From an optimization exercise on the open Yosys and OpenROAD flow, aimed at small area; shortcuts taken in it are not production practice.
At most, simulation tests tie the RTL to the original design; equivalence was not proved.
Power and IR drop assume default switching activity.

P:
==> flow/design.v (excerpt) <==
module Shift_filter
				(
				i_clk,
				i_arst_n,
				i_filter,
				i_fop_fin,
				o_filter
				);
Size: ~530 cells after synthesis, about 45 I/O pins, roughly 7900 um^2 of cells after synthesis.
Settings: LEC_CHECK=0, ABC_AREA=1, CAP_MARGIN=0, CORE_MARGIN=2, CORE_UTILIZATION=65, GPL_TIMING_DRIVEN=0, PLACE_DENSITY=0.8, SLEW_MARGIN=0; clock period 7.0 ns.
standard.sh (not shown) runs the stock make flow with config.mk's settings and CLKGATE_MAP_FILE= SYNTH_SCRIPT=/design/flow/synth_recipe.tcl, a recipe that flattens the netlist after the stock synthesis.
==> flow/flow/run.sh <==
#!/bin/bash
# The standard layout (the standard.sh), with these changes to how it is made:
#  - Yosys's ABC step maps with an area-oriented script (flow/abc_area.script)
#    in place of ORFS's abc_area.script, in a copy of ORFS's scripts folder;
#  - in that copy, right after the full adders are mapped, flow/fa_polarity.py
#    picks for each full adder the polarity (a full adder is self-dual) that
#    leaves the fewest inverters between adders and flip-flops;
#  - the port buffers are plain buf_1 cells;
#  - clock tree synthesis runs with the options in flow/cts_args.
set -euo pipefail
rm -rf scripts_local
cp -r "$FLOW_HOME/scripts" scripts_local
cp flow/abc_area.script scripts_local/abc_area.script
python3 - scripts_local/synth.tcl <<'PY'
import sys
p = sys.argv[1]
s = open(p).read()
anchor = "# Technology mapping of latches"
hook = """# Full adders in the cheaper of their two polarities (flow/fa_polarity.py)
write_json $::env(RESULTS_DIR)/fa_polarity_in.json
puts [exec python3 $::env(FA_POLARITY_PY) $::env(RESULTS_DIR)/fa_polarity_in.json $::env(RESULTS_DIR)/fa_polarity_out.json]
design -reset
read_json $::env(RESULTS_DIR)/fa_polarity_out.json
hierarchy -top $::env(DESIGN_NAME)
opt_clean

"""
assert s.count(anchor) == 1
open(p, "w").write(s.replace(anchor, hook + anchor))
PY
export FA_POLARITY_PY="$PWD/flow/fa_polarity.py"
bash standard.sh "SCRIPTS_DIR=$PWD/scripts_local" \
	"BUFFER_PORTS_ARGS=-buffer_cell sky130_fd_sc_hd__buf_1" \
	"CTS_ARGS=$(cat flow/cts_args)" finish > standard_flow.log 2>&1
Other scripts of this flow, unchanged in this note and not shown: flow/flow/abc_area.script, flow/flow/cts_args, flow/flow/fa_polarity.py
Changes in Q relative to P:
Settings: changing CORE_UTILIZATION from 65 to 75; changing PLACE_DENSITY from 0.8 to 0.9; removing GPL_TIMING_DRIVEN (formerly 0).
- P and Q all finish clean.
- Floorplan core area, Q vs P: down by more than 10%
- Looking at P and Q, the placed standard-cell area is a wash.
- Q vs P — total instance count after detailed placement dropped slightly
Modified inputs, R compared to Q
Settings: CORE_UTILIZATION: 75 -> 65; PLACE_DENSITY: 0.9 -> 0.8.
## What came out
Reported net switching power on R is ahead of Q.
Of the two candidates, Q has the worse slack of the critical path and R the better one.
Looking at power density over cell area, R sits 18 nW/um^2 below Q.
Changes observed in R relative to Q: share of synthesized flip-flops with an asynchronous set or reset about even; post-route cell area about even; fraction of the core area covered by cells at the end of the flow fell 12 points.
The die area number comes out lower for Q vs R.
Changes observed in R relative to Q: length in cells of the worst reg-to-reg path lost 1; post-route minimum period dropped 130 ps; met2 track demand over resource went down 11 points; number of cells on the worst hold path barely changed.
Setup changes, R to S
Settings: swapping 0.8 for 0.7 in PLACE_DENSITY; swapping 65 for 55 in CORE_UTILIZATION.
==> comparison <==
S closes out successfully: all stages finished, all timing, DRC and antenna checks passed.
Final cell count for S: 4.6% up relative to R
In S relative to R, first-iteration DRC count had gone up slightly.
Compared with R, cell area in S increased slightly.
As of S, highest clock rate had fallen by a few percent compared to R.
[S] global routing met3 resource utilization fell 0.37 points relative to R
[S] number of buffers and inverters on the critical path fell 2 relative to R
Total cell area at the placement stage, S vs R: up slightly
Compared with R, placement density in the core of S is lower.


Shift_filter, a different RTL version from the one above (not shown whole).
Size: ~760 cells after synthesis, roughly 260 flip-flops, about 45 I/O pins.
Design Shift_filter, start of the top module:
module Shift_filter
				(
				i_clk,
				i_arst_n,
				i_filter,
				i_fop_fin,
				o_filter
				);
clock: 7.0 ns
lec_check: 0
abc_area: 1
cap_margin: 20
core_margin: 2
core_utilization: 40
cts_buf_list: sky130_fd_sc_hd__clkbuf_16
cts_cluster_diameter: 80
cts_cluster_size: 30
slew_margin: 20
run.sh (not shown) runs the stock make flow with config.mk's settings and CLKGATE_MAP_FILE= SYNTH_SCRIPT=/design/flow/synth_recipe.tcl, a recipe that flattens the netlist after the stock synthesis.
Stock flow here: none of the scripts above is used.
The first run went through all stages and came out clean.
Edit:
CTS_BUF_LIST = sky130_fd_sc_hd__clkbuf_4   (was sky130_fd_sc_hd__clkbuf_16)
CTS_CLUSTER_DIAMETER = default   (was 80)
CTS_CLUSTER_SIZE = default   (was 30)
Effect: The new run completed with no timing, DRC or antenna violations; setup slack is better by 0.026 ns; wire length goes up by 4.2%; clock-buffer cell count climbs by 73; global-route usage goes up by 0.83 points.
Edit:
CTS_BUF_LIST = sky130_fd_sc_hd__clkbuf_16   (was sky130_fd_sc_hd__clkbuf_4)
CTS_CLUSTER_DIAMETER = 60   (was default)
CTS_CLUSTER_SIZE = 24   (was default)
What happened: Worst hold slack gets better by 0.010 ns. Cell area shrinks by about 2%. Via count shrinks by 4.9%. Routed wire length shrinks by 2.9%. Critical path depth is unchanged.
Edit:
CTS_BUF_LIST = default   (was sky130_fd_sc_hd__clkbuf_16)
CTS_CLUSTER_DIAMETER = default   (was 60)
CTS_CLUSTER_SIZE = default   (was 24)
- The changed run finished clean
- power is higher by about 6%
- worst setup slack improves by 0.015 ns
- final area is higher by about 2%
- wire length is higher by 1.7%
- combinational power is about the same
- first-iteration DRC count is higher by about 16%
- cell count is higher by 1.2%
- worst hold slack improves by 0.0044 ns
- clock skew barely changes
- global-route usage is higher by 0.30 points
Function was not checked in any run of this note: the RTL went through the layout flow alone.


== run A ==
The RTL this note starts from:
==> flow/design.v <==
`timescale 1 ns / 1 ps
module Shift_filter
				(
				i_clk,
				i_arst_n,
				i_filter,
				i_fop_fin,
				o_filter
				);
input	i_clk;
input	i_arst_n;
input 	[6:0]	i_fop_fin;
input	signed	[17:0]	i_filter;
output	reg signed	[17:0]	o_filter;
reg	[6:0]	phase;
reg		started;		 
reg	[3:0]	tap_k;
reg signed	[17:0]	hold_reg;
reg signed	[17:0]	ring [0:9];
reg signed	[24:0]	acc;
integer i;
wire	take = (phase == i_fop_fin);
always @(posedge i_clk, negedge i_arst_n) begin
	if (!i_arst_n) begin
		phase <= 0;
		started <= 0;
	end else begin
		phase <= take ? 7'd0 : phase + 1'b1;
		if (take)
			started <= 1;
	end
end
always @(posedge i_clk)
	if (!take)
		tap_k <= (tap_k == 0) ? 4'd9 : tap_k - 1'b1;
always @(posedge i_clk)
	if (take)
		hold_reg <= i_filter;
wire	early = ~|phase[6:4];
wire	first = early & (phase[3:0] == 4'd0);
wire	w_tap = early & (phase[3:0] >= 4'd1) & (phase[3:0] <= 4'd10);
wire	w_w0 = early & (phase[3:0] >= 4'd2) & (phase[3:0] <= 4'd11);
wire	w_h = first;
wire	k0 = (tap_k == 4'd0);
wire	k8 = (tap_k == 4'd9) | (tap_k == 4'd8) | (tap_k == 4'd2) | (tap_k == 4'd1);
wire	k11 = (tap_k == 4'd6) | (tap_k == 4'd4);
wire	k16 = (tap_k == 4'd5);
wire	kw0 = (tap_k == 4'd5) | (tap_k == 4'd3);
wire	ins = w_tap & k0;
wire	sel_h = started & ins;
wire	sel_r = started & ~ins;
always @(posedge i_clk) begin
	ring[0] <= ({18{sel_h}} & hold_reg) | ({18{sel_r}} & ring[9]);
	for (i = 1; i < 10; i = i + 1)
		ring[i] <= ring[i - 1];
end
wire signed	[17:0]	tap = ring[9];
wire signed	[17:0]	w0 = ring[0];
wire	p2 = w_tap & (k0 | k11);
wire	p3 = w_tap & k8;
wire	p_w0 = w_w0 & kw0;
wire	q_t = w_tap & k0;
wire	q4 = w_tap & (k11 | k16);
wire	[21:0]	p = ({22{p2}} & {{2{tap[17]}}, tap, 2'b0})
			| ({22{p3}} & {tap[17], tap, 3'b0})
			| ({22{p_w0}} & {{4{w0[17]}}, w0})
			| ({22{w_h}} & {{2{hold_reg[17]}}, hold_reg, 2'b0});
wire	[21:0]	q = ({22{q_t}} & {{4{tap[17]}}, tap})
			| ({22{q4}} & {tap, 4'b0})
			| ({22{w_h}} & {{4{hold_reg[17]}}, hold_reg});
wire	[24:0]	a = first ? 25'd16 : acc;
wire	[24:0]	b = ~{{3{p[21]}}, p};
wire	[24:0]	c = {{3{q[21]}}, q};
wire	[24:0]	s = a ^ b ^ c;
wire	[24:0]	m = (a & b) | (a & c) | (b & c);
reg	[1:0]	cs_pend;		 
reg	[1:0]	rc_pend;		 
wire	[24:0]	cy = {m[23:17], cs_pend[1], m[15:9], cs_pend[0], m[7:0], 1'b1};
wire	[24:0]	ci;
wire	[24:0]	sum = s ^ cy ^ ci;
wire	[24:0]	co = (s & cy) | (s & ci) | (cy & ci);
assign	ci = {co[23:17], rc_pend[1], co[15:9], rc_pend[0], co[7:0], 1'b0};
always @(posedge i_clk) begin
	acc <= sum;
	cs_pend <= {m[16], m[8]};
	rc_pend <= {co[16], co[8]};
end
wire	ovf = (acc[24:22] != 3'b000) && (acc[24:22] != 3'b111);
wire	load = started & ~early;
wire	keep_y = load & ~ovf;
wire	set_lo = load & ovf & ~acc[24];		 
wire	set_hi = load & ovf & acc[24];		 
wire	[17:0]	y = {acc[22:6], acc[5] & (|acc[4:0])};
always @(posedge i_clk, negedge i_arst_n)
	if (!i_arst_n)
		o_filter <= 0;
	else
		o_filter <= ({18{keep_y}} & y) | ({18{~load}} & o_filter) | {set_hi, {17{set_lo}}};
endmodule
export LEC_CHECK = 0
export ABC_AREA = 1
export CAP_MARGIN = 0
export CORE_MARGIN = 2
export CORE_UTILIZATION = 65
export PLACE_DENSITY = 0.8
export SLEW_MARGIN = 0
create_clock -name core_clock -period 7.0 [get_ports {i_clk}]
standard.sh (not shown) runs the stock make flow with config.mk's settings and CLKGATE_MAP_FILE= SYNTH_SCRIPT=/design/flow/synth_recipe.tcl, a recipe that flattens the netlist after the stock synthesis.
==> flow/flow/cts_args <==
-sink_clustering_enable -repair_clock_nets -sink_clustering_size 34 -sink_clustering_max_diameter 90 -buf_list sky130_fd_sc_hd__clkbuf_16 -root_buf sky130_fd_sc_hd__clkbuf_4 -tree_buf sky130_fd_sc_hd__clkbuf_4 -dont_use_dummy_load
Scripts as last shown in full above: flow/flow/run.sh
Other scripts of this flow, unchanged in this note and not shown: flow/flow/abc_area.script, flow/flow/fa_polarity.py
What run B does differently from run A at the input level:
==> flow/flow/cts_args <==
-sink_clustering_enable -repair_clock_nets -sink_clustering_size 40 -sink_clustering_max_diameter 60 -buf_list sky130_fd_sc_hd__clkbuf_16 -dont_use_dummy_load
- On transition time at the pin with the least slew margin: run B sits above run A.
- Comparing run B and run A, the higher met3 capacity usage during global routing was measured on run A.
- Cmp run B and run A / required time at the endpoint of the critical path / lower: run B
- Run B vs. run A: maximum number of pins on one net before global-route repair up 3; reported net switching power has increased.


// Shift_filter: RTL as listed in full above, without the edits since
==> flow/config.mk <==
export PLATFORM = sky130hd
export DESIGN_NAME = Shift_filter
export DESIGN_NICKNAME = Shift_filter
export VERILOG_FILES = /design/flow/design.v
export SDC_FILE = /design/flow/constraint.sdc
export NUM_CORES = 4
export LEC_CHECK = 0
export ABC_AREA = 1
export CAP_MARGIN = 0
export CORE_MARGIN = 2
export CORE_UTILIZATION = 65
export PLACE_DENSITY = 0.8
export SLEW_MARGIN = 0
==> flow/constraint.sdc <==
create_clock -name core_clock -period 7.0 [get_ports {i_clk}]
set_input_delay 1.4000 -clock core_clock [delete_from_list [all_inputs] [get_ports {i_clk}]]
set_output_delay 1.4000 -clock core_clock [all_outputs]
set_load 0.01 [all_outputs]
==> flow/flow/run.sh <==
#!/bin/bash
# The standard layout (the standard.sh), with three changes to how it is made:
#  - Yosys's ABC step maps with an area-oriented script (flow/abc_area.script)
#    in place of ORFS's abc_area.script, in a copy of ORFS's scripts folder;
#  - the port buffers are plain buf_1 cells;
#  - clock tree synthesis runs with the options in flow/cts_args (no dummy loads).
set -euo pipefail
rm -rf scripts_local
cp -r "$FLOW_HOME/scripts" scripts_local
cp flow/abc_area.script scripts_local/abc_area.script
bash standard.sh "SCRIPTS_DIR=$PWD/scripts_local" \
	"BUFFER_PORTS_ARGS=-buffer_cell sky130_fd_sc_hd__buf_1" \
	"CTS_ARGS=$(cat flow/cts_args)" finish > standard_flow.log 2>&1
==> flow/flow/abc_area.script <==
&get -n
&st
&dch
&nf -R 1000
&put
==> flow/flow/cts_args <==
-sink_clustering_enable -repair_clock_nets -sink_clustering_size 16 -sink_clustering_max_diameter 45 -buf_list sky130_fd_sc_hd__clkbuf_8 -dont_use_dummy_load
Edit:
==> flow/flow/cts_args (replaced) <==
-sink_clustering_enable -repair_clock_nets -sink_clustering_size 30 -sink_clustering_max_diameter 80 -buf_list sky130_fd_sc_hd__clkbuf_16 -dont_use_dummy_load
- critical path depth does not change
- register-to-register slack gains 110 ps
- combinational power is about the same
- wire length falls by about 1.6%
- utilization falls by 0.25 points
- via count went down by about 1%
- cell area goes down by 0.34%


Another version of the RTL of Shift_filter (not shown whole).
Size in the first run: roughly 570 cells after synthesis, roughly 260 flip-flops, about 45 I/O pins, roughly 8100 um^2 of cells after synthesis.
clock: 7.0 ns
lec_check: 0
abc_area: 1
cap_margin: 0
core_margin: 2
core_utilization: 65
cts_buf_list: sky130_fd_sc_hd__clkbuf_16
cts_cluster_diameter: 80
cts_cluster_size: 30
place_density: 0.8
slew_margin: 0
==> flow/flow/run.sh <==
#!/bin/bash
# The standard layout (the standard.sh), with two changes to how it is made:
#  - Yosys's ABC step maps with an area-oriented script (flow/abc_area.script)
#    in place of ORFS's abc_area.script, in a copy of ORFS's scripts folder;
#  - the port buffers are plain buf_1 cells.
set -euo pipefail
rm -rf scripts_local
cp -r "$FLOW_HOME/scripts" scripts_local
cp flow/abc_area.script scripts_local/abc_area.script
bash standard.sh "SCRIPTS_DIR=$PWD/scripts_local" \
	"BUFFER_PORTS_ARGS=-buffer_cell sky130_fd_sc_hd__buf_1" finish > standard_flow.log 2>&1
Scripts as last shown in full above: flow/flow/abc_area.script
==> next run, changes <==
- CTS_BUF_LIST: sky130_fd_sc_hd__clkbuf_16 -> sky130_fd_sc_hd__clkbuf_8
- CTS_CLUSTER_DIAMETER: 80 -> 50
- CTS_CLUSTER_SIZE: 30 -> 20
The changed run passed the timing, DRC and antenna checks.
Total power is lower by 1.2%.
Core utilization barely changes.
Sequential power hardly moves.
Register-to-register slack gets better by 60 ps.
Worst setup slack gets better by 56 ps.
No run of this note included a check of the RTL's function; only the layout flow was run.

[re-timing with driven ports]
In the flow no input, the clock included, has a driving cell. The finished layouts below were timed again as built, in two steps. Step 1 (the two cells are an assumption about what drives the block):
set clk [get_ports {i_clk}]
set_driving_cell -lib_cell sky130_fd_sc_hd__clkbuf_16 $clk
set_driving_cell -lib_cell sky130_fd_sc_hd__buf_2 [delete_from_list [all_inputs] $clk]
Step 2 adds t to the input delays and takes it off the output delays; t is the mean of the earliest and latest rising clock arrival at the registers after step 1. Input paths then give back, and output paths get back, about the clock's delay inside the block. Three values: no drivers, after step 1, after step 2; two values: the first two.
run	t (ns)	setup slack, ns	worst setup path at the end	slew at the worst register clock pin (ns)	worst slew at a driven data input, ns
P	0.613	0.271 / 0.271 / 0.271	register to register	0.11 / 0.11	0.04
Q	0.614	0.498 / 0.498 / 0.498	register to register	0.12 / 0.12	0.05
R	0.609	0.628 / 0.628 / 0.628	register to register	0.11 / 0.11	0.04
S	0.613	0.469 / 0.469 / 0.469	register to register	0.11 / 0.11	0.04
the first run of note 2	0.524	0.863 / 0.863 / 0.863	register to register	0.11 / 0.11	0.04
the second run of note 2	0.701	0.889 / 0.889 / 0.889	register to register	0.07 / 0.07	0.04
the third run of note 2	0.538	0.834 / 0.834 / 0.834	register to register	0.09 / 0.09	0.04
the fourth run of note 2	0.546	0.849 / 0.849 / 0.849	register to register	0.07 / 0.07	0.04
run A	0.599	0.618 / 0.618 / 0.618	register to register	0.12 / 0.12	0.04
run B	0.500	0.609 / 0.609 / 0.609	register to register	0.12 / 0.12	0.04
the first run of note 4	0.532	0.359 / 0.359 / 0.359	register to register	0.09 / 0.09	0.03
the second run of note 4	0.494	0.464 / 0.464 / 0.464	register to register	0.12 / 0.12	0.03
the first run of note 5	0.506	0.657 / 0.657 / 0.657	register to register	0.12 / 0.12	0.04
the second run of note 5	0.549	0.713 / 0.713 / 0.713	register to register	0.12 / 0.12	0.04
After both steps setup and hold are still met in every run listed.
